Source: an optimization exercise on an open RTL-to-GDS flow (aim: small area and a short achievable clock period). Production flows keep margins and buffers that such runs may drop.
In this exercise RTL edits were held to simulation tests only and were not proved equivalent to the original.
Power and IR drop assume default switching activity.

<file path="constraint.sdc">
create_clock -name core_clock -period 9.0 [get_ports {clk}]
set_input_delay 1.8000 -clock core_clock [delete_from_list [all_inputs] [get_ports {clk}]]
set_output_delay 1.8000 -clock core_clock [all_outputs]
set_load 0.01 [all_outputs]
</file>
<file path="run.sh">
#!/bin/bash
# synth_recipe.tcl (not shown) runs the flow's synth.tcl, then flattens the netlist and writes it again
# the make line also repeats each setting of config.mk as NAME=value (left out here)
make -C /OpenROAD-flow-scripts/flow DESIGN_CONFIG=/design/flow/config.mk WORK_HOME=/design/flow/orfs CLKGATE_MAP_FILE= SYNTH_SCRIPT=/design/flow/synth_recipe.tcl finish
</file>
<file path="config.mk">
export PLATFORM = sky130hd
export DESIGN_NAME = pipelined_mips
export DESIGN_NICKNAME = pipelined_mips
export VERILOG_FILES = /design/flow/design.v
export SDC_FILE = /design/flow/constraint.sdc
export NUM_CORES = 4
export LEC_CHECK = 0
export CAP_MARGIN = 20
export CORE_MARGIN = 2
export CORE_UTILIZATION = 40
export SLEW_MARGIN = 20
</file>
<file path="design.v">
`timescale 1ns/1ps
module pipelined_mips(
    input clk,
    input nrst,
    input [31:0] inst,
    input [31:0] data_in,
    output [31:0] data_out,
    output data_wr,
    output [31:0] inst_addr,
    output [31:0] data_addr,
    output [31:0] pc_IF,
    output [31:0] pc_ID,
    output [31:0] pc_EXE,
    output [31:0] pc_MEM,
    output [31:0] pc_WB
);
    integer i;
    reg [31:0] pc_f;
    reg [31:0] ir_d, pc_d;
    reg        sq_d;             
    reg [31:0] pc_e, b_e;
    reg [31:0] a_e;              
    reg [15:0] imm_e;            
    reg [4:0]  wa_e;             
    reg        srcimm_e;
    reg        ar_e, m_e, and_e, or_e, slt_e, sll_e, srl_e;
    reg        lw_e, sw_e, rw_e, jal_e;
    reg        tka_e, tkeq_e, tkne_e;
    reg [31:0] pc_m, alu_m, b_m;
    reg [4:0]  wa_m;             
    reg        sw_m, rw_m, lw_m, jal_m;
    reg [31:0] pc_w;
    reg [31:0] wd_w;             
    reg [4:0]  wa_w;             
    reg        we_w;
    reg [31:0] rf [1:31];
    reg [31:1] vld;
    always @(posedge clk) begin
        for (i = 1; i < 32; i = i + 1)
            if (we_w && wa_w == i)
                rf[i] <= wd_w;
    end
    always @(posedge clk or negedge nrst) begin
        if (!nrst)
            vld <= 31'd0;
        else
            for (i = 1; i < 32; i = i + 1)
                if (we_w && wa_w == i)
                    vld[i] <= 1'b1;
    end
    wire [4:0] rs = ir_d[25:21];
    wire [4:0] rt = ir_d[20:16];
    wire [4:0] rd = ir_d[15:11];
    reg [31:0] rdA, rdB;
    always @(*) begin
        rdA = 32'd0;
        rdB = 32'd0;
        for (i = 1; i < 32; i = i + 1) begin
            rdA = rdA | ({32{vld[i] && rs == i}} & rf[i]);
            rdB = rdB | ({32{vld[i] && rt == i}} & rf[i]);
        end
    end
    wire [5:0] opc = ir_d[31:26];
    wire [5:0] fn  = ir_d[5:0];
    wire rtype  = opc == 6'h00;
    wire f_add  = rtype && fn == 6'h20;
    wire f_sub  = rtype && fn == 6'h22;
    wire f_and  = rtype && fn == 6'h24;
    wire f_or   = rtype && fn == 6'h25;
    wire f_slt  = rtype && fn == 6'h2A;
    wire f_sll  = rtype && fn == 6'h00;
    wire f_srl  = rtype && fn == 6'h02;
    wire f_jr   = rtype && fn == 6'h08;
    wire o_lw   = opc == 6'h23;
    wire o_sw   = opc == 6'h2B;
    wire o_addi = opc == 6'h08;
    wire o_andi = opc == 6'h0C;
    wire o_ori  = opc == 6'h0D;
    wire o_slti = opc == 6'h0A;
    wire o_beq  = opc == 6'h04;
    wire o_bne  = opc == 6'h05;
    wire o_j    = opc == 6'h02;
    wire o_jal  = opc == 6'h03;
    wire d_add  = o_lw | o_sw | o_addi | f_add;
    wire d_sub  = o_beq | o_bne | f_sub;
    wire d_and  = o_andi | f_and;
    wire d_or   = o_ori | f_or;
    wire d_slt  = o_slti | f_slt;
    wire d_src  = o_lw | o_sw | o_addi | o_andi | o_ori | o_slti;
    wire d_rw   = rtype | o_addi | o_andi | o_slti | o_ori | o_lw | o_jal;
    wire jump   = o_j | o_jal;
    wire [4:0] wa_d = o_jal ? 5'd31 : (rtype ? rd : rt);
    wire [31:0] opB = srcimm_e ? {{16{imm_e[15]}}, imm_e} : b_e;
    wire [31:0] sum = a_e + (opB ^ {32{m_e}}) + {31'd0, m_e};
    wire lt = (a_e[31] ^ opB[31]) ? a_e[31] : sum[31];
    wire [4:0] sh = imm_e[10:6];
    reg  [31:0] shin;
    always @(*)
        for (i = 0; i < 32; i = i + 1)
            shin[i] = sll_e ? opB[31 - i] : opB[i];
    wire [31:0] shr = shin >> sh;
    reg  [31:0] shl;
    always @(*)
        for (i = 0; i < 32; i = i + 1)
            shl[i] = shr[31 - i];
    wire [31:0] alu_res = ({32{ar_e}}  & sum)
                        | ({32{and_e}} & (a_e & opB))
                        | ({32{or_e}}  & (a_e | opB))
                        | {31'd0, slt_e & lt}
                        | ({32{sll_e}} & shl)
                        | ({32{srl_e}} & shr);
    wire eq = a_e == b_e;
    wire pc_src = tka_e | (tkeq_e & eq) | (tkne_e & ~eq);
    wire [31:0] btarget = {pc_e[31:2] + {{14{imm_e[15]}}, imm_e} + 30'd1, pc_e[1:0]};
    wire [31:0] pc4_f = {pc_f[31:2] + 30'd1, pc_f[1:0]};
    wire [3:0]  pc4_d_hi = pc_d[31:28] + {3'd0, &pc_d[27:2]};
    wire [31:0] jtarget = {10'd0, pc4_d_hi, ir_d[15:0], 2'b00};
    reg [31:0] npc;
    always @(*) begin
        case ({pc_src, jump, f_jr})
            3'b100:  npc = btarget;
            3'b010:  npc = jtarget;
            3'b001:  npc = rdA;
            default: npc = pc4_f;
        endcase
    end
    wire flush = pc_src | sq_d;
    wire [31:0] pc4_m = {pc_m[31:2] + 30'd1, pc_m[1:0]};
    wire [31:0] wd_m = jal_m ? pc4_m : (lw_m ? data_in : alu_m);
    always @(posedge clk or negedge nrst) begin
        if (!nrst) begin
            pc_f <= 32'd0;
            ir_d <= 32'd0; pc_d <= 32'd0; sq_d <= 1'b0;
            pc_e <= 32'd0; b_e <= 32'd0; srcimm_e <= 1'b0;
            ar_e <= 1'b0; m_e <= 1'b0; and_e <= 1'b0; or_e <= 1'b0;
            slt_e <= 1'b0; sll_e <= 1'b0; srl_e <= 1'b0;
            lw_e <= 1'b0; sw_e <= 1'b0; rw_e <= 1'b0; jal_e <= 1'b0;
            tka_e <= 1'b0; tkeq_e <= 1'b0; tkne_e <= 1'b0;
            pc_m <= 32'd0; alu_m <= 32'd0; b_m <= 32'd0;
            sw_m <= 1'b0; rw_m <= 1'b0; lw_m <= 1'b0; jal_m <= 1'b0;
            pc_w <= 32'd0; we_w <= 1'b0;
        end else begin
            pc_f <= npc;
            ir_d <= inst;
            pc_d <= pc_f;
            sq_d <= pc_src | jump | f_jr;
            pc_e <= pc_d;
            b_e <= rdB;
            srcimm_e <= d_src;
            ar_e  <= ~flush & (d_add | d_sub);
            m_e   <= ~flush & (d_sub | d_slt);
            and_e <= ~flush & d_and;
            or_e  <= ~flush & d_or;
            slt_e <= ~flush & d_slt;
            sll_e <= ~flush & f_sll;
            srl_e <= ~flush & f_srl;
            lw_e  <= ~flush & o_lw;
            sw_e  <= ~flush & o_sw;
            rw_e  <= ~flush & d_rw & (wa_d != 5'd0);
            jal_e <= o_jal;
            tka_e  <= o_beq & flush;
            tkeq_e <= o_beq & ~flush;
            tkne_e <= o_bne & ~flush;
            pc_m <= pc_e;
            alu_m <= alu_res;
            b_m <= b_e;
            sw_m <= sw_e; rw_m <= rw_e; lw_m <= lw_e; jal_m <= jal_e;
            pc_w <= pc_m;
            we_w <= rw_m;
        end
    end
    always @(posedge clk) begin
        a_e <= rdA;
        imm_e <= ir_d[15:0];
        wa_e <= wa_d;
        wa_m <= wa_e;
        wa_w <= wa_m;
        wd_w <= wd_m;
    end
    assign inst_addr = pc_f;
    assign pc_IF = pc_f;
    assign pc_ID = pc_d;
    assign pc_EXE = pc_e;
    assign pc_MEM = pc_m;
    assign pc_WB = pc_w;
    assign data_addr = alu_m;
    assign data_out = b_m;
    assign data_wr = sw_m;
endmodule
</file>
==> results of run 1 <==
## routing by layer
metal | vias to the layer above | track usage
met5 | - | 0
met4 | 10 | 0.260
met3 | 1491 | 0.146
met2 | 5515 | 0.533
met1 | 25000 | 0.433
li1 | 19100 | -
## worst max-delay path by stage
stage | from | end | slack [ns] | cells past startpoint
2_1_floorplan | srcimm_e$_DFF_PN0_ | alu_m[24]$_DFF_PN0_ | 5.17 | 16
3_3_place_gp | srcimm_e$_DFF_PN0_ | alu_m[24]$_DFF_PN0_ | 4.49 | 14
3_5_place_dp | srcimm_e$_DFF_PN0_ | alu_m[24]$_DFF_PN0_ | 4.50 | 14
4_1_cts | srcimm_e$_DFF_PN0_ | alu_m[24]$_DFF_PN0_ | 4.48 | 14
5_1_grt | srcimm_e$_DFF_PN0_ | alu_m[24]$_DFF_PN0_ | 4.17 | 14
6_report | srcimm_e$_DFF_PN0_ | alu_m[24]$_DFF_PN0_ | 4.40 | 14
## cells in the final DEF, fill, tap and decap left out, types with 68 or more instances in the layout
cell,n
sky130_fd_sc_hd__dfxtp_1,92
sky130_fd_sc_hd__clkbuf_16,155
sky130_fd_sc_hd__a222oi_1,85
sky130_fd_sc_hd__buf_4,97
sky130_fd_sc_hd__clkdlybuf4s50_1,321
sky130_fd_sc_hd__a221oi_1,162
sky130_fd_sc_hd__nor2_1,95
sky130_fd_sc_hd__a22oi_1,594
sky130_fd_sc_hd__dfrtp_1,335
sky130_fd_sc_hd__edfxtp_1,992
sky130_fd_sc_hd__a21oi_1,88
sky130_fd_sc_hd__mux2i_1,102
sky130_fd_sc_hd__a22o_1,156
sky130_fd_sc_hd__xor2_1,68
sky130_fd_sc_hd__xnor2_1,100
sky130_fd_sc_hd__nand3_1,263
sky130_fd_sc_hd__o21ai_0,103
sky130_fd_sc_hd__nand2_1,163
## stage by stage
step	power (µW)	setup WS, ns	area, µm²	hold WS, ns	std cells
after CTS	17200	4.48	73000	0.327	6981
after floorplan	9160	5.17	62300	0.310	4592
after global placement	10700	4.49	67700	0.312	6698
final	17200	4.40	73000	0.328	7007
after detailed placement	10700	4.50	67700	0.312	6699
after global routing	17600	4.17	73000	0.330	6988
## worst reg2reg max path, stage by stage (launching register included)
cell	delay [ns]
sky130_fd_sc_hd__dfrtp_2	0.34
sky130_fd_sc_hd__buf_4	0.64
sky130_fd_sc_hd__mux2i_1	0.51
sky130_fd_sc_hd__mux2_2	0.42
sky130_fd_sc_hd__inv_1	0.08
sky130_fd_sc_hd__fa_1	0.22
sky130_fd_sc_hd__nor2b_1	0.07
sky130_fd_sc_hd__o31a_1	0.31
sky130_fd_sc_hd__nor4_1	0.23
sky130_fd_sc_hd__o21ai_1	0.27
sky130_fd_sc_hd__o31a_1	0.44
sky130_fd_sc_hd__o21a_1	0.29
sky130_fd_sc_hd__or4b_1	0.48
sky130_fd_sc_hd__a21o_1	0.17
sky130_fd_sc_hd__nand4_1	0.07
## final cells by class
cell class / count / area [µm²] / share of cell area
inverters: 42 / 158 / 0.00216
clock buffers: 184 / 4100 / 0.0561
diodes: 26 / 65.1 / 0.000891
multi-input cells: 2766 / 20800 / 0.285
well taps: 2044 / 2560 / 0.0350
flip-flops and latches: 1427 / 40200 / 0.551
repair buffers: 420 / 3980 / 0.0544
clock inverters: 98 / 1130 / 0.0155
## power breakdown
part | internal [µW] | switching, µW | leakage, µW | total (µW)
Combinational | 1220 | 1330 | 0.00969 | 2550
Sequential | 7420 | 633 | 0.0144 | 8050
Clock | 3800 | 2830 | 0.00254 | 6630
## kinds of logic (layout without fill, tap and decap cells)
kind of cell,count (synthesis),in the layout,synth area share
flops,1427,1427,0.645
buf+inv,399,744,0.0272
mux,187,187,0.0384
other cells,0,26,0
fa+ha+maj,67,67,0.0137
compound gates,1373,1373,0.169
xor+xnor,169,169,0.0238
simple gates,970,970,0.0828
==> impl_table.tex, run 1 <==
\begin{tabular}{lr}
\hline
Metric & Value \\
\hline
\multicolumn{2}{l}{\textbf{STA}} \\
Worst clock skew on the final layout & 0.0304 ns \\
Number of failing setup endpoints in the final timing report & 0 \\
Headroom to the max-slew limit & 0.0803 \\
Maximum operating frequency & 217 MHz \\
Final number of hold-violating endpoints & 0 \\
Final worst path period need & 4.60 ns \\
Unrepaired setup endpoints after global routing & false \\
TNS Setup & 0 ns \\
Fin crit share & 0.511 \\
Transition at the pin with the smallest max-transition slack & 1.37 ns \\
Slew Viols, Final & 0 \\
\multicolumn{2}{l}{\textbf{Routing}} \\
Met3 Wirelength & 45,900 µm \\
Drt first pass iters & 11 \\
Routed met2 length & 126,000 µm \\
Remaining antenna violation count & 0 \\
Detailed-route wire length on metal 1 & 99,300 µm \\
Routed via count divided by cell count & 7.30 \\
Highest routed layer & met5 \\
Number of design rule violations left after detail routing & 0 \\
Routed length per placed instance & 42.4 µm \\
Total detailed-routing wirelength & 297,000 µm \\
Via count & 51,100 \\
Number of DRC markers in iteration 0 & 11,300 \\
\multicolumn{2}{l}{\textbf{GRT}} \\
Pin count of the biggest net entering global routing & 115 \\
GRT overflow & 0 \\
Vias in the first global route & 47,900 \\
Number of antenna violations at the first check in global routing & 20 \\
First-pass GRT wire length & 397,000 µm \\
Overall fraction of global-route tracks in use & 0.363 \\
\multicolumn{2}{l}{\textbf{Finish}} \\
Synth-to-layout area growth & 17.2\% \\
Utilization after layout & 0.473 \\
Register with the most flip-flops & rf \\
Final Net Count & 4,940 \\
Fraction of layout instances using a drive strength above 1 & 0.116 \\
Filler cell count & 13,500 \\
Largest register FFs & 992 \\
\multicolumn{2}{l}{\textbf{Logic synthesis}} \\
Combined area of all synthesized cells & 62,300 µm² \\
Top\_reg\_cell synth & sky130\_fd\_sc\_hd\_\_edfxtp\_1 \\
Synth area leader & sky130\_fd\_sc\_hd\_\_edfxtp\_1 \\
Fraction of registers with async set/reset & 0.238 \\
Post-synth EDFFs & 992 \\
Number of nets in the synthesized netlist & 4,725 \\
Most instantiated library cell after synthesis & sky130\_fd\_sc\_hd\_\_edfxtp\_1 \\
Count of different cell masters after synthesis & 76 \\
Mapped Cells & 4,592 \\
Warnings, synthesis & 2 \\
Average size of a mapped cell & 13.6 µm² \\
Most frequent cells after synthesis & sky130\_fd\_sc\_hd\_\_edfxtp\_1 (992), sky130\_fd\_sc\_hd\_\_a22oi\_1 (594), sky130\_fd\_sc\_hd\_\_dfrtp\_1 (340) \\
Area share of the leading cell type in the synthesized netlist & 0.478 \\
Number of flip-flops and latches in the synthesized netlist & 1,427 \\
Biggest area contributors in the synthesized netlist & sky130\_fd\_sc\_hd\_\_edfxtp\_1 (48\%), sky130\_fd\_sc\_hd\_\_dfrtp\_1 (14\%), sky130\_fd\_sc\_hd\_\_a22oi\_1 (7.2\%), sky130\_fd\_sc\_hd\_\_dfxtp\_1 (3.1\%), sky130\_fd\_sc\_hd\_\_a221oi\_1 (2.3\%) \\
Sequential-to-total area share from yosys stat & 0.645 \\
\multicolumn{2}{l}{\textbf{Critical path}} \\
Category of the critical setup timing path & register to register \\
R2R cell count & 14 \\
Cell with the largest stage delay on the worst path & sky130\_fd\_sc\_hd\_\_buf\_4 \\
Top cell family by delay on the critical path & compound AO/OA/AOI/OAI gates \\
Most used cell along the critical path & sky130\_fd\_sc\_hd\_\_o31a\_1 \\
Highest net fanout along the worst path & 56 \\
Arrival time at the worst endpoint & 5.34 ns \\
Largest stage delay on the critical path & 0.64 ns \\
Endpoint of the worst-slack reg-to-reg timing path & alu\_m[24]\$\_DFF\_PN0\_ \\
Required arrival time at the worst endpoint & 9.74 ns \\
Setup slack on the worst flop-to-flop path & 4.40 ns \\
Launch instance of the worst register-to-register path & srcimm\_e\$\_DFF\_PN0\_ \\
Series of cell instances along the critical path & buf\_4 > mux2i\_1 > mux2\_2 > inv\_1 > fa\_1 > nor2b\_1 > o31a\_1 > nor4\_1 > o21ai\_1 > o31a\_1 > o21a\_1 > or4b\_1 > a21o\_1 > nand4\_1 \\
Critical path buffer and inverter count & 2 \\
Critical Path Start Type & register \\
Element type at the critical path end & register \\
\multicolumn{2}{l}{\textbf{Outcome}} \\
Run status & finished clean \\
\multicolumn{2}{l}{\textbf{Pwr}} \\
Static power due to leakage & 0.0267 µW \\
Worst vdd ir & 0.000163 V \\
Total power density per cell area & 236 nW/µm² \\
\multicolumn{2}{l}{\textbf{Floorplan}} \\
Die span in x & 399 µm \\
Area of the core & 154,000 µm² \\
Initial Utilization & 0.403 \\
Total I/O pin count & 323 \\
Die Outline Area & 159,000 µm² \\
Die extent in y & 399 µm \\
Total number of placement rows & 144 \\
\multicolumn{2}{l}{\textbf{Clocking}} \\
Number of setup buffers added after CTS & 0 \\
CTS tree & done \\
Cell chosen for the clock root & sky130\_fd\_sc\_hd\_\_clkbuf\_16 \\
Count of instances resized after the clock tree is built & 0 \\
TritonCTS buffer count & 150 \\
Total of hold buffers inserted after clock tree synthesis & 0 \\
Sinks on Clock Net & 1,427 \\
Clock transition at the registers of the reported paths & 0.07 ns \\
Maximum clock insertion buffer count & 3 \\
Number of H-tree levels & 4 \\
Source-to-sink clock delay at the later pin of the worst-skew pair & 0.83 ns \\
\multicolumn{2}{l}{\textbf{Worst hold path}} \\
Min-Delay Startpoint & wa\_m[4]\$\_DFF\_P\_ \\
Worst Hold Path EP & wa\_w[4]\$\_DFF\_P\_ \\
Min-delay worst type & register to register \\
Hold path depth & 0 \\
\multicolumn{2}{l}{\textbf{Placement}} \\
Final weighted congestion in routability-driven placement & 0.968 \\
Count of input and output buffers & 322 \\
DPL Wire Length & 173,000 µm \\
\multicolumn{2}{l}{\textbf{Flow run}} \\
Max-cap viol count & 0 \\
\hline
\end{tabular}
==> inputs of run 2 (changes only) <==
--- a/design.v
+++ b/design.v
@@ -91,7 +91,27 @@
     wire jump   = o_j | o_jal;
     wire [4:0] wa_d = o_jal ? 5'd31 : (rtype ? rd : rt);
     wire [31:0] opB = srcimm_e ? {{16{imm_e[15]}}, imm_e} : b_e;
-    wire [31:0] sum = a_e + (opB ^ {32{m_e}}) + {31'd0, m_e};
+    wire [31:0] bx = opB ^ {32{m_e}};
+    reg  [31:0] pg [0:5];
+    reg  [31:0] pp [0:5];
+    reg  [31:0] sum;
+    integer l, j;
+    always @(*) begin
+        pg[0] = a_e & bx;
+        pp[0] = a_e ^ bx;
+        pg[0][0] = pg[0][0] | (pp[0][0] & m_e);
+        for (l = 0; l < 5; l = l + 1) begin
+            pg[l+1] = pg[l];
+            pp[l+1] = pp[l];
+            for (i = 0; i < 32; i = i + 1)
+                if ((i >> l) & 1) begin
+                    j = ((i >> (l + 1)) << (l + 1)) + (1 << l) - 1;
+                    pg[l+1][i] = pg[l][i] | (pp[l][i] & pg[l][j]);
+                    pp[l+1][i] = pp[l][i] & pp[l][j];
+                end
+        end
+        sum = pp[0] ^ {pg[5][30:0], m_e};
+    end
     wire lt = (a_e[31] ^ opB[31]) ? a_e[31] : sum[31];
     wire [4:0] sh = imm_e[10:6];
     reg  [31:0] shin;
--- a/config.mk
+++ b/config.mk
@@ -8,4 +8,5 @@
 export CAP_MARGIN = 20
 export CORE_MARGIN = 2
 export CORE_UTILIZATION = 40
+export SETUP_SLACK_MARGIN = 5
 export SLEW_MARGIN = 20
==> impl_table.tex, run 2 <==
\begin{tabular}{lr}
\hline
Metric & Value \\
\hline
\multicolumn{2}{l}{\textbf{Worst hold path}} \\
Min-Delay Startpoint & wa\_e[4]\$\_DFF\_P\_ \\
Min-delay worst type & register to register \\
\multicolumn{2}{l}{\textbf{Pwr}} \\
Power dissipated by switching net loads & 4690 µW \\
Power share of the combinational group & 0.145 \\
Total power density per cell area & 237 nW/µm² \\
Internal & 12,500 µW \\
Overall power after layout & 17,200 µW \\
Worst vdd ir & 0.000157 V \\
Fraction of power consumed by sequential logic & 0.471 \\
Static power due to leakage & 0.0264 µW \\
Share of power burned in the clock network & 0.384 \\
Net switching share of the total power & 0.272 \\
\multicolumn{2}{l}{\textbf{Finish}} \\
Final instance area & 72,600 µm² \\
Filler cell count & 13,300 \\
Utilization after layout & 0.473 \\
Synth-to-layout area growth & 17.5\% \\
Most frequent cells in the layout & sky130\_fd\_sc\_hd\_\_edfxtp\_1 (992), sky130\_fd\_sc\_hd\_\_a22oi\_1 (624), sky130\_fd\_sc\_hd\_\_dfrtp\_1 (334) \\
Register with the most flip-flops & rf \\
Most common cell after layout, fill and taps aside & sky130\_fd\_sc\_hd\_\_edfxtp\_1 \\
Fraction of layout instances using a drive strength above 1 & 0.123 \\
Largest register FFs & 992 \\
Final Net Count & 4,876 \\
\multicolumn{2}{l}{\textbf{Clocking}} \\
Cell chosen for the clock root & sky130\_fd\_sc\_hd\_\_clkbuf\_16 \\
TritonCTS buffer count & 145 \\
Maximum clock insertion buffer count & 3 \\
Source-to-sink clock delay at the later pin of the worst-skew pair & 0.80 ns \\
Clock transition at the registers of the reported paths & 0.06 ns \\
CTS tree & done \\
Sinks on Clock Net & 1,427 \\
Number of H-tree levels & 4 \\
\multicolumn{2}{l}{\textbf{Routing}} \\
Via count & 50,000 \\
Total detailed-routing wirelength & 291,000 µm \\
Number of design rule violations left after detail routing & 0 \\
Routed length per placed instance & 42.0 µm \\
Drt first pass iters & 13 \\
Number of DRC markers in iteration 0 & 11,800 \\
Remaining antenna violation count & 0 \\
Routed via count divided by cell count & 7.21 \\
\multicolumn{2}{l}{\textbf{Placement}} \\
DPL Wire Length & 164,000 µm \\
DP Area & 67,200 µm² \\
Final weighted congestion in routability-driven placement & 1.00 \\
Count of input and output buffers & 322 \\
Placement Setup Slack & 3.83 ns \\
\multicolumn{2}{l}{\textbf{Logic synthesis}} \\
Sequential-to-total area share from yosys stat & 0.650 \\
Average size of a mapped cell & 13.7 µm² \\
Most frequent cells after synthesis & sky130\_fd\_sc\_hd\_\_edfxtp\_1 (992), sky130\_fd\_sc\_hd\_\_a22oi\_1 (624), sky130\_fd\_sc\_hd\_\_dfrtp\_1 (340) \\
Fraction of registers with async set/reset & 0.238 \\
Mapped Cells & 4,526 \\
Biggest area contributors in the synthesized netlist & sky130\_fd\_sc\_hd\_\_edfxtp\_1 (48\%), sky130\_fd\_sc\_hd\_\_dfrtp\_1 (14\%), sky130\_fd\_sc\_hd\_\_a22oi\_1 (7.6\%), sky130\_fd\_sc\_hd\_\_dfxtp\_1 (3.1\%), sky130\_fd\_sc\_hd\_\_a22o\_1 (2.2\%) \\
Number of flip-flops and latches in the synthesized netlist & 1,427 \\
Synth area leader & sky130\_fd\_sc\_hd\_\_edfxtp\_1 \\
Number of nets in the synthesized netlist & 4,662 \\
Area share of the leading cell type in the synthesized netlist & 0.482 \\
Top\_reg\_cell synth & sky130\_fd\_sc\_hd\_\_edfxtp\_1 \\
Warnings, synthesis & 4 \\
Count of different cell masters after synthesis & 83 \\
Combined area of all synthesized cells & 61,800 µm² \\
Post-synth EDFFs & 992 \\
Most instantiated library cell after synthesis & sky130\_fd\_sc\_hd\_\_edfxtp\_1 \\
\multicolumn{2}{l}{\textbf{Floorplan}} \\
Die extent in y & 397 µm \\
Area of the core & 154,000 µm² \\
Die Outline Area & 158,000 µm² \\
Die span in x & 397 µm \\
Total number of placement rows & 144 \\
Total I/O pin count & 323 \\
Initial Utilization & 0.402 \\
\multicolumn{2}{l}{\textbf{STA}} \\
Slew Viols, Final & 0 \\
Number of failing setup endpoints in the final timing report & 0 \\
Post-layout worst setup margin & 4.88 ns \\
Fin crit share & 0.458 \\
Maximum operating frequency & 242 MHz \\
Final number of hold-violating endpoints & 0 \\
Headroom to the max-slew limit & 0.183 \\
Transition at the pin with the smallest max-transition slack & 1.23 ns \\
TNS Setup & 0 ns \\
Unrepaired setup endpoints after global routing & false \\
Final worst path period need & 4.12 ns \\
Worst clock skew on the final layout & 0.0290 ns \\
\multicolumn{2}{l}{\textbf{GRT}} \\
First-pass GRT wire length & 389,000 µm \\
Pin count of the biggest net entering global routing & 122 \\
Number of antenna violations at the first check in global routing & 34 \\
GRT overflow & 0 \\
Vias in the first global route & 46,800 \\
Overall fraction of global-route tracks in use & 0.358 \\
\multicolumn{2}{l}{\textbf{Critical path}} \\
Series of cell instances along the critical path & nor3b\_1 > and3\_2 > buf\_4 > buf\_4 > a22o\_1 > a221oi\_1 > nand3\_1 > or4\_1 > a22oi\_1 > mux2\_2 > a32oi\_1 \\
Critical Path Source & ir\_d[24]\$\_DFF\_PN0\_ \\
Arrival time at the worst endpoint & 4.83 ns \\
Required arrival time at the worst endpoint & 9.70 ns \\
Element type at the critical path end & register \\
Highest net fanout along the worst path & 17 \\
Cell with the largest stage delay on the worst path & sky130\_fd\_sc\_hd\_\_dfrtp\_1 \\
Launch instance of the worst register-to-register path & ir\_d[24]\$\_DFF\_PN0\_ \\
Category of the critical setup timing path & register to register \\
Most used cell along the critical path & sky130\_fd\_sc\_hd\_\_buf\_4 \\
Largest stage delay on the critical path & 0.62 ns \\
Critical Path Start Type & register \\
Setup slack on the worst flop-to-flop path & 4.88 ns \\
\multicolumn{2}{l}{\textbf{Outcome}} \\
Run status & finished clean \\
\multicolumn{2}{l}{\textbf{Flow run}} \\
Max-cap viol count & 0 \\
\hline
\end{tabular}
## run 2: cell count changes in the layout (fill, tap and decap cells not counted), moves of 9 or more
cell                        change
sky130_fd_sc_hd__a2111oi_0     -12
sky130_fd_sc_hd__a21o_1        -15
sky130_fd_sc_hd__a21oi_1       -26
sky130_fd_sc_hd__a221oi_1      -13
sky130_fd_sc_hd__a22oi_1       +30
sky130_fd_sc_hd__and3_1        -34
sky130_fd_sc_hd__and4_1        -10
sky130_fd_sc_hd__buf_4          +9
sky130_fd_sc_hd__clkbuf_1      +11
sky130_fd_sc_hd__clkinv_1      -19
sky130_fd_sc_hd__nand4_1       +11
sky130_fd_sc_hd__nor2_1         -9
sky130_fd_sc_hd__nor2b_1        -9
## run 2: stage by stage
step           hold WS (ns)  instances
6_report              0.323       6939
3_3_place_gp          0.311       6632
3_5_place_dp          0.314       6632
2_1_floorplan         0.310       4526
4_1_cts               0.327       6904
5_1_grt               0.331       6920
## run 2: path summary, 6_finish.rpt
check / end / depth (start not counted)
min in group asynchronous: pc_w[27]$_DFF_PN0_ / 1
worst max-delay path: pc_f[20]$_DFF_PN0_ / 11
worst max register to register: pc_f[20]$_DFF_PN0_ / 11
worst min register to register: wa_m[4]$_DFF_P_ / 0
worst min-delay path: wa_m[4]$_DFF_P_ / 0
max in group asynchronous: ir_d[25]$_DFF_PN0_ / 2
## run 2: layer usage
| layer | part of all wire | vias to the layer above | GRT usage |
|---|---|---|---|
| met5 | 0.00059 | - | 0.0169 |
| li1 | - | 18700 | - |
| met3 | 0.16 | 1430 | 0.145 |
| met2 | 0.43 | 5412 | 0.537 |
| met4 | 0.083 | 22 | 0.244 |
| met1 | 0.32 | 24400 | 0.420 |
## run 2: final cells by class
type                       instances  area [µm²]  share of cell area
clock buffer                     201        4210              0.0580
timing repair buffer             434        4130              0.0569
clock inverter                    67        1010              0.0138
inverter                          45         169             0.00233
sequential                      1427       40200               0.554
multi-input combinational       2687       20300               0.279
tap                             2044        2560              0.0352
antenna                           34        85.1             0.00117
## run 2: critical path, delay by kind of cell (launching register included)
family	cells	cell delay, ns
multiplexers	1	0.30
AND/OR/NAND/NOR	4	1.43
buffers and inverters	2	1.02
AO/OA/AOI/OAI	4	0.62
flip-flops	1	0.62
## run 2: power by group through the flow
stage | clock network, µW | logic (µW) | registers (µW)
finish | 6620 | 2490 | 8110
global route | 6880 | 2620 | 8150
CTS | 6620 | 2440 | 8110
detailed placement | 0 | 2420 | 8240
global placement | 0 | 2410 | 8230
floorplan | 0 | 1100 | 8040
## run 2: timing repair
action                                  in CTS  in global routing
pin swaps                                    2                  1
hold buffers                                 0                  0
resized for setup                            8                 15
gates cloned                                 1                  0
endpoints found under the setup margin      30                 18
buffers inserted                             3                  1
## run 2: cells by family after synthesis
| kind of cell | synth area share |
|---|---|
| multiplexers | 0.0347 |
| XOR/XNOR | 0.0238 |
| flip-flops | 0.650 |
| buffers and inverters | 0.0293 |
| adder cells (fa/ha/maj) | 0.0149 |
| AND/OR/NAND/NOR | 0.0790 |
| AO/OA/AOI/OAI | 0.168 |
==> inputs of run 3 (changes only) <==
--- a/design.v
+++ b/design.v
@@ -20,9 +20,9 @@
     reg        sq_d;             
     reg [31:0] pc_e, b_e;
     reg [31:0] a_e;              
+    reg [31:0] bx_e;             
     reg [15:0] imm_e;            
     reg [4:0]  wa_e;             
-    reg        srcimm_e;
     reg        ar_e, m_e, and_e, or_e, slt_e, sll_e, srl_e;
     reg        lw_e, sw_e, rw_e, jal_e;
     reg        tka_e, tkeq_e, tkne_e;
@@ -90,8 +90,12 @@
     wire d_rw   = rtype | o_addi | o_andi | o_slti | o_ori | o_lw | o_jal;
     wire jump   = o_j | o_jal;
     wire [4:0] wa_d = o_jal ? 5'd31 : (rtype ? rd : rt);
-    wire [31:0] opB = srcimm_e ? {{16{imm_e[15]}}, imm_e} : b_e;
-    wire [31:0] bx = opB ^ {32{m_e}};
+    wire [31:0] opB_d = d_src ? {{16{ir_d[15]}}, ir_d[15:0]} : rdB;
+    reg  [31:0] bx_d;
+    always @(*)
+        for (i = 0; i < 32; i = i + 1)
+            bx_d[i] = f_sll ? rdB[31 - i] : (opB_d[i] ^ (d_sub | d_slt));
+    wire [31:0] bx = bx_e;
     reg  [31:0] pg [0:5];
     reg  [31:0] pp [0:5];
     reg  [31:0] sum;
@@ -112,20 +116,16 @@
         end
         sum = pp[0] ^ {pg[5][30:0], m_e};
     end
-    wire lt = (a_e[31] ^ opB[31]) ? a_e[31] : sum[31];
+    wire lt = (a_e[31] ~^ bx[31]) ? a_e[31] : sum[31];
     wire [4:0] sh = imm_e[10:6];
-    reg  [31:0] shin;
-    always @(*)
-        for (i = 0; i < 32; i = i + 1)
-            shin[i] = sll_e ? opB[31 - i] : opB[i];
-    wire [31:0] shr = shin >> sh;
+    wire [31:0] shr = bx >> sh;
     reg  [31:0] shl;
     always @(*)
         for (i = 0; i < 32; i = i + 1)
             shl[i] = shr[31 - i];
     wire [31:0] alu_res = ({32{ar_e}}  & sum)
-                        | ({32{and_e}} & (a_e & opB))
-                        | ({32{or_e}}  & (a_e | opB))
+                        | ({32{and_e}} & (a_e & bx))
+                        | ({32{or_e}}  & (a_e | bx))
                         | {31'd0, slt_e & lt}
                         | ({32{sll_e}} & shl)
                         | ({32{srl_e}} & shr);
@@ -151,7 +151,7 @@
         if (!nrst) begin
             pc_f <= 32'd0;
             ir_d <= 32'd0; pc_d <= 32'd0; sq_d <= 1'b0;
-            pc_e <= 32'd0; b_e <= 32'd0; srcimm_e <= 1'b0;
+            pc_e <= 32'd0; b_e <= 32'd0;
             ar_e <= 1'b0; m_e <= 1'b0; and_e <= 1'b0; or_e <= 1'b0;
             slt_e <= 1'b0; sll_e <= 1'b0; srl_e <= 1'b0;
             lw_e <= 1'b0; sw_e <= 1'b0; rw_e <= 1'b0; jal_e <= 1'b0;
@@ -166,7 +166,6 @@
             sq_d <= pc_src | jump | f_jr;
             pc_e <= pc_d;
             b_e <= rdB;
-            srcimm_e <= d_src;
             ar_e  <= ~flush & (d_add | d_sub);
             m_e   <= ~flush & (d_sub | d_slt);
             and_e <= ~flush & d_and;
@@ -191,6 +190,7 @@
     end
     always @(posedge clk) begin
         a_e <= rdA;
+        bx_e <= bx_d;
         imm_e <= ir_d[15:0];
         wa_e <= wa_d;
         wa_m <= wa_e;
==> flow/run.sh (new file) <==
#!/bin/bash
# Layout with the standard flow (standard.sh), changing only how it optimises:
#  - no full/half-adder cell extraction in synthesis (ADDER_MAP_FILE empty), so the
#    parallel-prefix adder in the RTL is mapped by ABC as plain gates;
#  - port buffers are buf_4 instead of the default delay-buffer pick.
# The clock period, SDC and everything else are the standard flow's. Make's output goes to
# flow_standard.log here; each ORFS step logs under orfs/logs/.
set -euo pipefail
bash standard.sh ADDER_MAP_FILE= SETUP_SLACK_MARGIN=5.8 \
    "BUFFER_PORTS_ARGS=-buffer_cell sky130_fd_sc_hd__buf_4" finish > flow_standard.log 2>&1
==> standard.sh (new file) <==
#!/bin/bash
# synth_recipe.tcl (not shown) runs the flow's synth.tcl, then flattens the netlist and writes it again
# the make line also repeats each setting of config.mk as NAME=value (left out here)
make -C /OpenROAD-flow-scripts/flow DESIGN_CONFIG=/design/flow/config.mk WORK_HOME=/design/flow/orfs CLKGATE_MAP_FILE= SYNTH_SCRIPT=/design/flow/synth_recipe.tcl "${@:-finish}"
--- a/config.mk
+++ b/config.mk
@@ -8,5 +8,6 @@
 export CAP_MARGIN = 20
 export CORE_MARGIN = 2
 export CORE_UTILIZATION = 40
-export SETUP_SLACK_MARGIN = 5
+export CTS_CLUSTER_DIAMETER = 70
+export CTS_CLUSTER_SIZE = 30
 export SLEW_MARGIN = 20
removed: run.sh
==> impl_table.tex, run 3 <==
\begin{tabular}{lr}
\hline
Metric & Value \\
\hline
\multicolumn{2}{l}{\textbf{Critical path}} \\
Series of cell instances along the critical path & buf\_4 > nor3\_2 > and3\_4 > a22o\_1 > a221oi\_1 > nand3\_1 > or4\_4 > a22oi\_2 > o21ai\_0 > nor2\_1 > a21oi\_1 \\
Top cell family by delay on the critical path & simple AND/OR/NAND/NOR gates \\
Arrival time at the worst endpoint & 4.25 ns \\
Cell with the largest stage delay on the worst path & sky130\_fd\_sc\_hd\_\_nor3\_2 \\
Category of the critical setup timing path & register to register \\
Largest stage delay on the critical path & 0.87 ns \\
Critical path depth & 11 \\
Critical Path Start Type & register \\
Critical path buffer and inverter count & 1 \\
Highest net fanout along the worst path & 16 \\
R2R cell count & 11 \\
Element type at the critical path end & register \\
Required arrival time at the worst endpoint & 9.66 ns \\
\multicolumn{2}{l}{\textbf{Routing}} \\
Via count & 51,900 \\
Number of DRC markers in iteration 0 & 12,300 \\
Number of design rule violations left after detail routing & 0 \\
Remaining antenna violation count & 0 \\
Routed length per placed instance & 42.7 µm \\
Drt first pass iters & 14 \\
Total detailed-routing wirelength & 302,000 µm \\
Routed via count divided by cell count & 7.32 \\
\multicolumn{2}{l}{\textbf{Logic synthesis}} \\
Post-synth EDFFs & 992 \\
Fraction of registers with async set/reset & 0.233 \\
Average size of a mapped cell & 13.4 µm² \\
Combined area of all synthesized cells & 62,100 µm² \\
Warnings, synthesis & 4 \\
Most instantiated library cell after synthesis & sky130\_fd\_sc\_hd\_\_edfxtp\_1 \\
Sequential-to-total area share from yosys stat & 0.657 \\
Most frequent cells after synthesis & sky130\_fd\_sc\_hd\_\_edfxtp\_1 (992), sky130\_fd\_sc\_hd\_\_a22oi\_1 (622), sky130\_fd\_sc\_hd\_\_dfrtp\_1 (339) \\
Count of different cell masters after synthesis & 95 \\
Mapped Cells & 4,618 \\
Area share of the leading cell type in the synthesized netlist & 0.480 \\
Biggest area contributors in the synthesized netlist & sky130\_fd\_sc\_hd\_\_edfxtp\_1 (48\%), sky130\_fd\_sc\_hd\_\_dfrtp\_1 (14\%), sky130\_fd\_sc\_hd\_\_a22oi\_1 (7.5\%), sky130\_fd\_sc\_hd\_\_dfxtp\_1 (4.1\%), sky130\_fd\_sc\_hd\_\_a221oi\_1 (2.4\%) \\
Number of nets in the synthesized netlist & 4,684 \\
Number of flip-flops and latches in the synthesized netlist & 1,458 \\
Synth area leader & sky130\_fd\_sc\_hd\_\_edfxtp\_1 \\
Top\_reg\_cell synth & sky130\_fd\_sc\_hd\_\_edfxtp\_1 \\
\multicolumn{2}{l}{\textbf{Placement}} \\
Count of input and output buffers & 322 \\
Final weighted congestion in routability-driven placement & 0.995 \\
DPL Wire Length & 169,000 µm \\
\multicolumn{2}{l}{\textbf{Finish}} \\
Most frequent cells in the layout & sky130\_fd\_sc\_hd\_\_edfxtp\_1 (992), sky130\_fd\_sc\_hd\_\_a22oi\_1 (617), sky130\_fd\_sc\_hd\_\_buf\_4 (518) \\
Register Area & 41,000 µm² \\
Area used by multi-input combinational logic & 20,900 µm² \\
Synth-to-layout area growth & 18.6\% \\
Register with the most flip-flops & rf \\
Largest register FFs & 992 \\
Fraction of layout instances using a drive strength above 1 & 0.264 \\
Most common cell after layout, fill and taps aside & sky130\_fd\_sc\_hd\_\_edfxtp\_1 \\
Filler cell count & 13,300 \\
Final Net Count & 5,010 \\
\multicolumn{2}{l}{\textbf{Pwr}} \\
Fraction of power consumed by sequential logic & 0.517 \\
Power share of the combinational group & 0.172 \\
Net switching share of the total power & 0.306 \\
Total power density per cell area & 214 nW/µm² \\
Static power due to leakage & 0.0266 µW \\
Share of power burned in the clock network & 0.311 \\
Internal & 10,900 µW \\
Power dissipated by switching net loads & 4840 µW \\
Worst vdd ir & 0.000176 V \\
\multicolumn{2}{l}{\textbf{STA}} \\
Headroom to the max-slew limit & 0.0371 \\
Final number of hold-violating endpoints & 0 \\
Unrepaired setup endpoints after global routing & true \\
Number of failing setup endpoints in the final timing report & 0 \\
TNS Setup & 0 ns \\
Fin crit share & 0.399 \\
Final worst path period need & 3.59 ns \\
Min Hold Slack & 0.336 ns \\
Worst clock skew on the final layout & 0.0576 ns \\
Transition at the pin with the smallest max-transition slack & 1.44 ns \\
Slew Viols, Final & 0 \\
Maximum operating frequency & 279 MHz \\
\multicolumn{2}{l}{\textbf{Worst hold path}} \\
Hold path depth & 0 \\
Min-delay worst type & register to register \\
\multicolumn{2}{l}{\textbf{Clocking}} \\
Maximum clock insertion buffer count & 3 \\
Number of H-tree levels & 3 \\
Clock transition at the registers of the reported paths & 0.11 ns \\
TritonCTS buffer count & 87 \\
Sinks on Clock Net & 1,458 \\
Cell chosen for the clock root & sky130\_fd\_sc\_hd\_\_clkbuf\_16 \\
CTS tree & done \\
Source-to-sink clock delay at the later pin of the worst-skew pair & 0.79 ns \\
\multicolumn{2}{l}{\textbf{GRT}} \\
First-pass GRT wire length & 392,000 µm \\
Global routing met3 resource utilization & 0.159 \\
Pin count of the biggest net entering global routing & 190 \\
GRT overflow & 0 \\
Vias in the first global route & 47,100 \\
Met2 usage & 0.520 \\
Gr busiest metal & met2 \\
Overall fraction of global-route tracks in use & 0.358 \\
Number of antenna violations at the first check in global routing & 18 \\
Global Route met1 Usage & 0.423 \\
\multicolumn{2}{l}{\textbf{Flow run}} \\
Max-cap viol count & 0 \\
\multicolumn{2}{l}{\textbf{Outcome}} \\
Run status & finished clean \\
\multicolumn{2}{l}{\textbf{Floorplan}} \\
Die Outline Area & 158,000 µm² \\
Area of the core & 154,000 µm² \\
Die extent in y & 398 µm \\
Die span in x & 398 µm \\
Total number of placement rows & 144 \\
Initial Utilization & 0.403 \\
Total I/O pin count & 323 \\
\hline
\end{tabular}
-- run 3: changes by cell type in the layout (fill, tap and decap cells not counted), moves of 25 or more --
cell                              before  now
sky130_fd_sc_hd__clkdlybuf4s50_1     321    0
sky130_fd_sc_hd__xnor2_1              94  119
sky130_fd_sc_hd__dfrtp_1             334  233
sky130_fd_sc_hd__mux2_2               48   15
sky130_fd_sc_hd__or4_4                 7   59
sky130_fd_sc_hd__clkbuf_16           154   89
sky130_fd_sc_hd__dfrtp_2               5  106
sky130_fd_sc_hd__buf_4               106  518
sky130_fd_sc_hd__buf_6                 3   66
sky130_fd_sc_hd__clkbuf_1             29    3
sky130_fd_sc_hd__a21oi_1              62   90
sky130_fd_sc_hd__ha_1                 64    0
sky130_fd_sc_hd__or4_1                62    7
-- run 3: power groups by stage --
stage / registers [µW] / clock network, µW / logic, µW
after floorplan: 8160 / 0 / 971
after global placement: 8410 / 0 / 1930
after detailed placement: 8410 / 0 / 1940
after CTS: 8120 / 4910 / 2500
after global routing: 8180 / 5170 / 2820
final: 8160 / 4920 / 2710
-- run 3: path summary, 6_finish.rpt --
| check | start | endpoint | slack [ns] |
|---|---|---|---|
| worst max-delay path | ir_d[25]$_DFF_PN0_ | pc_f[17]$_DFF_PN0_ | 5.41 |
| worst min-delay path | wa_m[0]$_DFF_P_ | wa_w[0]$_DFF_P_ | 0.34 |
| worst max register to register | ir_d[25]$_DFF_PN0_ | pc_f[17]$_DFF_PN0_ | 5.41 |
| worst min register to register | wa_m[0]$_DFF_P_ | wa_w[0]$_DFF_P_ | 0.34 |
| max in group asynchronous | nrst | pc_m[0]$_DFF_PN0_ | 6.26 |
| min in group asynchronous | nrst | b_e[17]$_DFF_PN0_ | 1.08 |
-- run 3: layout make-up --
cell class,count,share of cell area
inverters,28,0.00143
flip-flops and latches,1458,0.557
multi-input cells,2733,0.284
repair buffers,636,0.0750
clock inverters,71,0.0163
well taps,2044,0.0347
clock buffers,91,0.0301
diodes,28,0.000952
-- run 3: metrics by stage --
step / setup WS [ns] / util / cells / cell area (µm²) / total power, µW
final: 5.41 / 0.478 / 7089 / 73600 / 15800
after global routing: 5.49 / 0.478 / 7065 / 73600 / 16200
after detailed placement: 4.71 / 0.432 / 6688 / 66600 / 10300
after global placement: 4.75 / 0.432 / 6687 / 66600 / 10300
after CTS: 5.73 / 0.466 / 6946 / 71800 / 15500
after floorplan: 5.97 / - / 4618 / 62100 / 9130
-- run 3: logic make-up after synthesis --
group           share of synthesized area
xor+xnor                           0.0316
compound gates                      0.173
flops                               0.657
fa+ha+maj                         0.00373
buf+inv                            0.0308
simple gates                       0.0792
mux                                0.0241
-- run 3: what timing repair did --
action                     in CTS  in global routing
gates cloned                    2                 13
hold endpoints to repair        0                  0
setup buffers                  94                101
gates resized for setup       341                230
hold buffers                    0                  0
setup endpoints to repair     232                116
pin swaps                      24                 92
-- run 3: metal layers --
layer,part of all wire,vias up
met5,0.00056,-
met3,0.16,1955
met1,0.32,24900
met4,0.11,12
li1,-,19100
met2,0.41,5937
-- run 3: worst reg2reg max path: stages, from the launching register on --
cell	delay [ns]
sky130_fd_sc_hd__dfrtp_2	0.49
sky130_fd_sc_hd__buf_4	0.16
sky130_fd_sc_hd__nor3_2	0.87
sky130_fd_sc_hd__and3_4	0.78
sky130_fd_sc_hd__a22o_1	0.26
sky130_fd_sc_hd__a221oi_1	0.05
sky130_fd_sc_hd__nand3_1	0.12
sky130_fd_sc_hd__or4_4	0.30
sky130_fd_sc_hd__a22oi_2	0.15
sky130_fd_sc_hd__o21ai_0	0.10
sky130_fd_sc_hd__nor2_1	0.05
sky130_fd_sc_hd__a21oi_1	0.12
==> inputs of run 4 (changes only) <==
==> flow/run.sh (replaced) <==
#!/bin/bash
# Layout with the standard flow (standard.sh), changing only how it optimises:
#  - no full/half-adder cell extraction in synthesis (ADDER_MAP_FILE empty), so the
#    parallel-prefix adder in the RTL is mapped by ABC as plain gates;
#  - port buffers are buf_2 instead of the default delay-buffer pick.
# The clock period, SDC and everything else are the standard flow's. Make's output goes to
# flow_standard.log here; each ORFS step logs under orfs/logs/.
set -euo pipefail
bash standard.sh ADDER_MAP_FILE= SETUP_SLACK_MARGIN=5.8 \
    "BUFFER_PORTS_ARGS=-buffer_cell sky130_fd_sc_hd__buf_2" finish > flow_standard.log 2>&1
==> impl_table.tex, run 4 <==
\begin{tabular}{lr}
\hline
Metric & Value \\
\hline
\multicolumn{2}{l}{\textbf{GRT}} \\
First-pass GRT wire length & 404,000 µm \\
Overall fraction of global-route tracks in use & 0.372 \\
Pin count of the biggest net entering global routing & 79 \\
GRT overflow & 0 \\
Number of antenna violations at the first check in global routing & 42 \\
Vias in the first global route & 47,600 \\
\multicolumn{2}{l}{\textbf{Worst hold path}} \\
Worst Hold Path EP & wa\_m[0]\$\_DFF\_P\_ \\
Min-Delay Startpoint & wa\_e[0]\$\_DFF\_P\_ \\
Hold path depth & 0 \\
Min-delay worst type & register to register \\
\multicolumn{2}{l}{\textbf{Logic synthesis}} \\
Combined area of all synthesized cells & 62,100 µm² \\
Mapped Cells & 4,618 \\
Number of nets in the synthesized netlist & 4,684 \\
Biggest area contributors in the synthesized netlist & sky130\_fd\_sc\_hd\_\_edfxtp\_1 (48\%), sky130\_fd\_sc\_hd\_\_dfrtp\_1 (14\%), sky130\_fd\_sc\_hd\_\_a22oi\_1 (7.5\%), sky130\_fd\_sc\_hd\_\_dfxtp\_1 (4.1\%), sky130\_fd\_sc\_hd\_\_a221oi\_1 (2.4\%) \\
Warnings, synthesis & 4 \\
Multiplexer share of the synthesized area & 0.0241 \\
Simple-gate share of the synthesized area & 0.0792 \\
Count of different cell masters after synthesis & 95 \\
Fraction of synthesized cell area in xor and xnor cells & 0.0316 \\
Fraction of the mapped netlist area in compound gates & 0.173 \\
Post-synth EDFFs & 992 \\
Average size of a mapped cell & 13.4 µm² \\
Fraction of registers with async set/reset & 0.233 \\
Area share of the leading cell type in the synthesized netlist & 0.480 \\
Adder-cell area share of the yosys netlist & 0.00373 \\
Top\_reg\_cell synth & sky130\_fd\_sc\_hd\_\_edfxtp\_1 \\
Synth area leader & sky130\_fd\_sc\_hd\_\_edfxtp\_1 \\
Number of flip-flops and latches in the synthesized netlist & 1,458 \\
Sequential-to-total area share from yosys stat & 0.657 \\
Most instantiated library cell after synthesis & sky130\_fd\_sc\_hd\_\_edfxtp\_1 \\
Main combinational cell family by area after synthesis & compound AO/OA/AOI/OAI gates \\
Most frequent cells after synthesis & sky130\_fd\_sc\_hd\_\_edfxtp\_1 (992), sky130\_fd\_sc\_hd\_\_a22oi\_1 (622), sky130\_fd\_sc\_hd\_\_dfrtp\_1 (339) \\
\multicolumn{2}{l}{\textbf{Clocking}} \\
Sinks on Clock Net & 1,458 \\
CTS tree & done \\
Maximum clock insertion buffer count & 3 \\
Clock transition at the registers of the reported paths & 0.11 ns \\
TritonCTS buffer count & 87 \\
Number of H-tree levels & 3 \\
Cell chosen for the clock root & sky130\_fd\_sc\_hd\_\_clkbuf\_16 \\
Source-to-sink clock delay at the later pin of the worst-skew pair & 0.77 ns \\
\multicolumn{2}{l}{\textbf{Floorplan}} \\
Total I/O pin count & 323 \\
Area of the core & 154,000 µm² \\
Die extent in y & 398 µm \\
Initial Utilization & 0.403 \\
Die Outline Area & 158,000 µm² \\
Die span in x & 398 µm \\
Total number of placement rows & 144 \\
\multicolumn{2}{l}{\textbf{Critical path}} \\
Launch instance of the worst register-to-register path & ir\_d[17]\$\_DFF\_PN0\_ \\
Endpoint of the worst-slack reg-to-reg timing path & bx\_e[30]\$\_DFF\_P\_ \\
Critical path buffer and inverter count & 1 \\
Setup slack on the worst flop-to-flop path & 5.64 ns \\
Arrival time at the worst endpoint & 4.03 ns \\
Highest net fanout along the worst path & 24 \\
Required arrival time at the worst endpoint & 9.67 ns \\
Top cell family by delay on the critical path & simple AND/OR/NAND/NOR gates \\
Category of the critical setup timing path & register to register \\
Cell with the largest stage delay on the worst path & sky130\_fd\_sc\_hd\_\_buf\_4 \\
Series of cell instances along the critical path & nor2\_2 > and3\_4 > buf\_4 > a22oi\_1 > nand3\_1 > or4\_4 > o21ai\_1 > xor2\_1 > o21ai\_0 \\
Largest stage delay on the critical path & 0.62 ns \\
Element type at the critical path end & register \\
Critical Path Start Type & register \\
R2R cell count & 9 \\
\multicolumn{2}{l}{\textbf{Finish}} \\
Register with the most flip-flops & rf \\
Largest register FFs & 992 \\
Most common cell after layout, fill and taps aside & sky130\_fd\_sc\_hd\_\_edfxtp\_1 \\
Final Net Count & 4,966 \\
Utilization after layout & 0.470 \\
Fraction of layout instances using a drive strength above 1 & 0.255 \\
Synth-to-layout area growth & 16.6\% \\
Most frequent cells in the layout & sky130\_fd\_sc\_hd\_\_edfxtp\_1 (992), sky130\_fd\_sc\_hd\_\_a22oi\_1 (617), sky130\_fd\_sc\_hd\_\_buf\_2 (293) \\
\multicolumn{2}{l}{\textbf{STA}} \\
Slew Viols, Final & 0 \\
Final number of hold-violating endpoints & 0 \\
Transition at the pin with the smallest max-transition slack & 1.25 ns \\
Unrepaired setup endpoints after global routing & true \\
Worst clock skew on the final layout & 0.0645 ns \\
Min Hold Slack & 0.334 ns \\
Final worst path period need & 3.36 ns \\
Number of failing setup endpoints in the final timing report & 0 \\
Maximum operating frequency & 298 MHz \\
TNS Setup & 0 ns \\
Post-layout worst setup margin & 5.64 ns \\
Headroom to the max-slew limit & 0.155 \\
Fin crit share & 0.373 \\
\multicolumn{2}{l}{\textbf{Pwr}} \\
Net switching share of the total power & 0.309 \\
Power dissipated by switching net loads & 4810 µW \\
Static power due to leakage & 0.0262 µW \\
Internal & 10,800 µW \\
Worst vdd ir & 0.000157 V \\
Power share of the combinational group & 0.160 \\
Share of power burned in the clock network & 0.314 \\
Fraction of power consumed by sequential logic & 0.526 \\
Total power density per cell area & 215 nW/µm² \\
\multicolumn{2}{l}{\textbf{Placement}} \\
Count of input and output buffers & 322 \\
DPL Wire Length & 167,000 µm \\
Final weighted congestion in routability-driven placement & 0.953 \\
Placement Setup Slack & 4.69 ns \\
\multicolumn{2}{l}{\textbf{Routing}} \\
Number of DRC markers in iteration 0 & 13,000 \\
Total detailed-routing wirelength & 310,000 µm \\
Routed via count divided by cell count & 7.43 \\
Routed length per placed instance & 43.9 µm \\
Drt first pass iters & 15 \\
Number of design rule violations left after detail routing & 0 \\
Via count & 52,400 \\
Remaining antenna violation count & 0 \\
\multicolumn{2}{l}{\textbf{Outcome}} \\
Run status & finished clean \\
\multicolumn{2}{l}{\textbf{Flow run}} \\
Max-cap viol count & 0 \\
\hline
\end{tabular}
## run 4: cell types whose count changed in the layout (fill, tap and decap cells not counted), sizes merged
cell      change
clkinvlp      +3
nor2b         -1
clkinv        -2
clkbuf        +2
inv           -4
and3          +8
diode        +13
buf          -51
a311o         +1
## run 4: kinds of logic (layout without fill, tap and decap cells)
logic type / after synthesis / after routing
other cells: 0 / 41
flops: 1458 / 1458
fa+ha+maj: 22 / 22
simple gates: 932 / 953
xor+xnor: 222 / 222
buf+inv: 441 / 774
mux: 118 / 118
compound gates: 1425 / 1426
## run 4: area by class of cell
cell class                      count  area, µm²
Antenna cell                       41        103
Clock buffer                       94       2290
Clock inverter                     68       1070
Fill cell                       13300      81700
Inverter                           28        105
Multi-Input combinational cell   2741      21100
Sequential cell                  1458      41000
Tap cell                         2044       2560
Timing Repair Buffer              584       4220
## run 4: how the worst max path moves through the flow
stage                       startpoint            endpoint  slack, ns  depth (start not counted)
floorplan            pc_e[3]$_DFF_PN0_  pc_f[28]$_DFF_PN0_       5.97                         11
global placement    ir_d[26]$_DFF_PN0_  pc_f[29]$_DFF_PN0_       4.89                         10
detailed placement  ir_d[26]$_DFF_PN0_  pc_f[29]$_DFF_PN0_       4.69                         10
CTS                 ir_d[21]$_DFF_PN0_  pc_f[29]$_DFF_PN0_       5.62                          8
global route        ir_d[19]$_DFF_PN0_    bx_e[29]$_DFF_P_       5.68                         11
finish              ir_d[17]$_DFF_PN0_    bx_e[30]$_DFF_P_       5.64                          9
## run 4: per-stage QoR
| stage | cell area, µm² | total power, µW | cells |
|---|---|---|---|
| 5_1_grt | 72300 | 15900 | 7031 |
| 2_1_floorplan | 62100 | 9130 | 4618 |
| 3_3_place_gp | 65700 | 10100 | 6677 |
| 6_report | 72400 | 15600 | 7058 |
| 3_5_place_dp | 65700 | 10100 | 6677 |
| 4_1_cts | 70900 | 15300 | 6941 |
## run 4: metal layers
metal	track usage	wire (µm)	up-vias	part of all wire
met4	0.278	33100	32	0.11
met3	0.189	52800	2102	0.17
met1	0.423	97000	25200	0.31
met2	0.533	126000	6027	0.41
li1	-	-	19100	-
met5	0.00757	675	-	0.0022
## run 4: what timing repair did
item                                    in CTS  in global routing
gates cloned                                15                  9
buffers inserted                            87                 67
resized for setup                          316                204
pin swaps                                   34                 69
hold buffers                                 0                  0
endpoints found under the setup margin     204                108
## run 4: power groups by stage
stage | Combinational, µW | Sequential, µW | Clock (µW)
6_report | 2490 | 8200 | 4900
5_1_grt | 2600 | 8220 | 5130
4_1_cts | 2260 | 8160 | 4870
3_5_place_dp | 1740 | 8400 | 0
3_3_place_gp | 1740 | 8390 | 0
2_1_floorplan | 971 | 8160 | 0
==> inputs of run 5 (changes only) <==
--- a/design.v
+++ b/design.v
@@ -18,6 +18,7 @@
     reg [31:0] pc_f;
     reg [31:0] ir_d, pc_d;
     reg        sq_d;             
+    reg [31:1] selA_d, selB_d;   
     reg [31:0] pc_e, b_e;
     reg [31:0] a_e;              
     reg [31:0] bx_e;             
@@ -48,16 +49,22 @@
                 if (we_w && wa_w == i)
                     vld[i] <= 1'b1;
     end
-    wire [4:0] rs = ir_d[25:21];
     wire [4:0] rt = ir_d[20:16];
     wire [4:0] rd = ir_d[15:11];
+    reg [31:1] vld_next, selA_f, selB_f;
+    always @(*)
+        for (i = 1; i < 32; i = i + 1) begin
+            vld_next[i] = vld[i] | (we_w && wa_w == i);
+            selA_f[i] = vld_next[i] && inst[25:21] == i;
+            selB_f[i] = vld_next[i] && inst[20:16] == i;
+        end
     reg [31:0] rdA, rdB;
     always @(*) begin
         rdA = 32'd0;
         rdB = 32'd0;
         for (i = 1; i < 32; i = i + 1) begin
-            rdA = rdA | ({32{vld[i] && rs == i}} & rf[i]);
-            rdB = rdB | ({32{vld[i] && rt == i}} & rf[i]);
+            rdA = rdA | ({32{selA_d[i]}} & rf[i]);
+            rdB = rdB | ({32{selB_d[i]}} & rf[i]);
         end
     end
     wire [5:0] opc = ir_d[31:26];
@@ -151,6 +158,7 @@
         if (!nrst) begin
             pc_f <= 32'd0;
             ir_d <= 32'd0; pc_d <= 32'd0; sq_d <= 1'b0;
+            selA_d <= 31'd0; selB_d <= 31'd0;
             pc_e <= 32'd0; b_e <= 32'd0;
             ar_e <= 1'b0; m_e <= 1'b0; and_e <= 1'b0; or_e <= 1'b0;
             slt_e <= 1'b0; sll_e <= 1'b0; srl_e <= 1'b0;
@@ -162,6 +170,8 @@
         end else begin
             pc_f <= npc;
             ir_d <= inst;
+            selA_d <= selA_f;
+            selB_d <= selB_f;
             pc_d <= pc_f;
             sq_d <= pc_src | jump | f_jr;
             pc_e <= pc_d;
==> impl_table.tex, run 5 <==
\begin{tabular}{lr}
\hline
Metric & Value \\
\hline
\multicolumn{2}{l}{\textbf{Pwr}} \\
Static power due to leakage & 0.0265 µW \\
Internal & 11,100 µW \\
Share of power burned in the clock network & 0.312 \\
Fraction of power consumed by sequential logic & 0.523 \\
Overall power after layout & 16,000 µW \\
Total power density per cell area & 220 nW/µm² \\
Power share of the combinational group & 0.165 \\
Worst vdd ir & 0.000189 V \\
Net switching share of the total power & 0.307 \\
Power dissipated by switching net loads & 4910 µW \\
\multicolumn{2}{l}{\textbf{STA}} \\
Final worst path period need & 3.39 ns \\
Maximum operating frequency & 295 MHz \\
Worst clock skew on the final layout & 0.0495 ns \\
Fin crit share & 0.376 \\
Slew Viols, Final & 0 \\
Number of failing setup endpoints in the final timing report & 0 \\
Final number of hold-violating endpoints & 0 \\
Transition at the pin with the smallest max-transition slack & 1.21 ns \\
Headroom to the max-slew limit & 0.191 \\
TNS Setup & 0 ns \\
Unrepaired setup endpoints after global routing & true \\
\multicolumn{2}{l}{\textbf{Logic synthesis}} \\
Synth area leader & sky130\_fd\_sc\_hd\_\_edfxtp\_1 \\
Number of flip-flops and latches in the synthesized netlist & 1,515 \\
Number of nets in the synthesized netlist & 4,751 \\
Most frequent cells after synthesis & sky130\_fd\_sc\_hd\_\_edfxtp\_1 (992), sky130\_fd\_sc\_hd\_\_a22oi\_1 (682), sky130\_fd\_sc\_hd\_\_dfrtp\_1 (396) \\
Most instantiated library cell after synthesis & sky130\_fd\_sc\_hd\_\_edfxtp\_1 \\
Area share of the leading cell type in the synthesized netlist & 0.473 \\
Combined area of all synthesized cells & 63,000 µm² \\
Mapped Cells & 4,685 \\
Biggest area contributors in the synthesized netlist & sky130\_fd\_sc\_hd\_\_edfxtp\_1 (47\%), sky130\_fd\_sc\_hd\_\_dfrtp\_1 (16\%), sky130\_fd\_sc\_hd\_\_a22oi\_1 (8.1\%), sky130\_fd\_sc\_hd\_\_dfxtp\_1 (4.0\%), sky130\_fd\_sc\_hd\_\_a221oi\_1 (2.0\%) \\
Top\_reg\_cell synth & sky130\_fd\_sc\_hd\_\_edfxtp\_1 \\
Post-synth EDFFs & 992 \\
Count of different cell masters after synthesis & 84 \\
Sequential-to-total area share from yosys stat & 0.671 \\
Fraction of registers with async set/reset & 0.261 \\
Warnings, synthesis & 4 \\
Average size of a mapped cell & 13.4 µm² \\
\multicolumn{2}{l}{\textbf{Floorplan}} \\
Die extent in y & 401 µm \\
Die Outline Area & 161,000 µm² \\
Total number of placement rows & 145 \\
Area of the core & 156,000 µm² \\
Die span in x & 401 µm \\
Total I/O pin count & 323 \\
Initial Utilization & 0.403 \\
\multicolumn{2}{l}{\textbf{Routing}} \\
Number of DRC markers in iteration 0 & 11,400 \\
Routed length per placed instance & 41.9 µm \\
Number of design rule violations left after detail routing & 0 \\
Drt first pass iters & 10 \\
Remaining antenna violation count & 0 \\
Via count & 51,500 \\
Total detailed-routing wirelength & 301,000 µm \\
Routed via count divided by cell count & 7.16 \\
\multicolumn{2}{l}{\textbf{Placement}} \\
DPL Wire Length & 172,000 µm \\
Count of input and output buffers & 322 \\
Final weighted congestion in routability-driven placement & 0.994 \\
\multicolumn{2}{l}{\textbf{Clocking}} \\
Sinks on Clock Net & 1,515 \\
Maximum clock insertion buffer count & 3 \\
Cell chosen for the clock root & sky130\_fd\_sc\_hd\_\_clkbuf\_16 \\
CTS tree & done \\
Total of hold buffers inserted after clock tree synthesis & 0 \\
TritonCTS buffer count & 90 \\
Source-to-sink clock delay at the later pin of the worst-skew pair & 0.78 ns \\
Number of H-tree levels & 3 \\
Clock transition at the registers of the reported paths & 0.11 ns \\
\multicolumn{2}{l}{\textbf{Finish}} \\
Most frequent cells in the layout & sky130\_fd\_sc\_hd\_\_edfxtp\_1 (992), sky130\_fd\_sc\_hd\_\_a22oi\_1 (682), sky130\_fd\_sc\_hd\_\_buf\_2 (274) \\
Fraction of layout instances using a drive strength above 1 & 0.221 \\
Synth-to-layout area growth & 15.4\% \\
Register with the most flip-flops & rf \\
Most common cell after layout, fill and taps aside & sky130\_fd\_sc\_hd\_\_edfxtp\_1 \\
Final Net Count & 5,085 \\
Largest register FFs & 992 \\
\multicolumn{2}{l}{\textbf{GRT}} \\
Vias in the first global route & 47,600 \\
Overall fraction of global-route tracks in use & 0.361 \\
Number of antenna violations at the first check in global routing & 27 \\
Pin count of the biggest net entering global routing & 142 \\
GRT overflow & 0 \\
First-pass GRT wire length & 401,000 µm \\
\multicolumn{2}{l}{\textbf{Critical path}} \\
Critical path buffer and inverter count & 1 \\
Required arrival time at the worst endpoint & 9.62 ns \\
Series of cell instances along the critical path & buf\_4 > a22o\_1 > a221oi\_1 > nand3\_1 > or4\_1 > a22oi\_1 > o21ai\_0 \\
Cell with the largest stage delay on the worst path & sky130\_fd\_sc\_hd\_\_or4\_1 \\
Top cell family by delay on the critical path & simple AND/OR/NAND/NOR gates \\
Largest stage delay on the critical path & 0.97 ns \\
Arrival time at the worst endpoint & 4.01 ns \\
Element type at the critical path end & register \\
Category of the critical setup timing path & register to register \\
Highest net fanout along the worst path & 25 \\
Critical Path Start Type & register \\
\multicolumn{2}{l}{\textbf{Worst hold path}} \\
Min-delay worst type & register to register \\
\multicolumn{2}{l}{\textbf{Outcome}} \\
Run status & finished clean \\
\multicolumn{2}{l}{\textbf{Flow run}} \\
Max-cap viol count & 0 \\
\hline
\end{tabular}
run 5: cell types whose count changed after synthesis, moves of 15 or more:
cell	before	now
sky130_fd_sc_hd__nand3_1	259	236
sky130_fd_sc_hd__inv_1	27	62
sky130_fd_sc_hd__a221oi_1	171	142
sky130_fd_sc_hd__dfrtp_1	339	396
sky130_fd_sc_hd__a22o_1	162	134
sky130_fd_sc_hd__clkbuf_1	303	267
sky130_fd_sc_hd__nand2_1	168	236
sky130_fd_sc_hd__nor3_1	26	73
sky130_fd_sc_hd__a21oi_1	94	79
sky130_fd_sc_hd__buf_2	22	6
sky130_fd_sc_hd__nand4_1	64	87
sky130_fd_sc_hd__and3_1	69	7
sky130_fd_sc_hd__a22oi_1	622	682
sky130_fd_sc_hd__or2_2	38	11
run 5: power groups by stage:
stage          Combinational [µW]  Clock, µW  Sequential (µW)
3_3_place_gp                 1840          0             8640
4_1_cts                      2430       4950             8350
5_1_grt                      2740       5200             8390
2_1_floorplan                 971          0             8430
3_5_place_dp                 1820          0             8640
6_report                     2630       4980             8360
run 5: final cells by class:
type                    count  area, µm²
clock buffers              96       2330
clock inverters            74       1060
fillers                 13800      83700
repair inverters            2       10.0
flip-flops and latches   1515      42500
repair buffers            593       4020
diodes                     40        100
multi-input cells        2755      19800
well taps                2058       2570
inverters                  62        240
run 5: final timing paths:
check                                startpoint                   end  slack, ns  depth (start not counted)
setup reg to reg           selA_d[19]$_DFF_PN0_    pc_f[26]$_DFF_PN0_       5.61                          7
hold reg to reg                 wa_m[0]$_DFF_P_       wa_w[0]$_DFF_P_       0.33                          0
max in group asynchronous                  nrst  selA_d[11]$_DFF_PN0_       6.50                          2
hold / removal                  wa_m[0]$_DFF_P_       wa_w[0]$_DFF_P_       0.33                          0
setup / recovery           selA_d[19]$_DFF_PN0_    pc_f[26]$_DFF_PN0_       5.61                          7
min in group asynchronous                  nrst    alu_m[1]$_DFF_PN0_       1.09                          1
run 5: per-layer routing:
metal | wire length, µm | track usage
met5 | 342 | 0.00981
met4 | 24900 | 0.225
met3 | 50000 | 0.161
met2 | 127000 | 0.526
met1 | 99600 | 0.435
run 5: what timing repair did:
action / 4_1_cts / 5_1_grt
endpoints found under the setup margin: 203 / 115
pin swaps: 26 / 30
hold endpoints to repair: 0 / 0
gates cloned: 2 / 1
gates resized for setup: 221 / 84
buffers inserted: 116 / 34
run 5: kinds of logic after synthesis:
family,count (synthesis),synth area share
AO/OA/AOI/OAI,1425,0.170
XOR/XNOR,220,0.0307
adder cells (fa/ha/maj),25,0.00407
buffers and inverters,416,0.0269
flip-flops,1515,0.671
multiplexers,106,0.0192
AND/OR/NAND/NOR,978,0.0788
run 5: metrics by stage:
step	std cells	area, µm²	worst slack [ns]	hold WS [ns]	util
after detailed placement	6832	67000	4.30	0.312	0.429
final	7195	72700	5.61	0.334	0.465
after global routing	7170	72600	5.65	0.324	0.464
after floorplan	4685	63000	5.92	0.310	-
after CTS	7120	72000	5.72	0.326	0.461
after global placement	6832	67000	4.21	0.312	0.429

==> port drivers added, routing unchanged <==
In the flow no input, the clock included, has a driving cell. The finished layouts below were timed again as built, in two steps.
Step 1 sets driving cells, clkbuf_16 on the clock port and buf_2 on the other inputs (assumed; they add their load-dependent delay and slew).
Step 2, shift: input delay + t, output delay - t, t = (earliest + latest rising clock arrival at the registers) / 2. This alone moves slack from input paths to output paths.
a / b / c = no drivers / after step 1 / after step 2; a / b = the first two.
| run | t (ns) | slack for setup (ns) |
|---|---|---|
| run 1 | 0.897 | 4.398 / 4.398 / 4.398 |
| run 2 | 0.867 | 4.876 / 4.876 / 4.876 |
| run 3 | 0.839 | 5.412 / 5.412 / 5.412 |
| run 4 | 0.819 | 5.640 / 5.628 / 5.640 |
| run 5 | 0.824 | 5.613 / 5.613 / 5.613 |
After both steps every run listed still meets setup and hold.
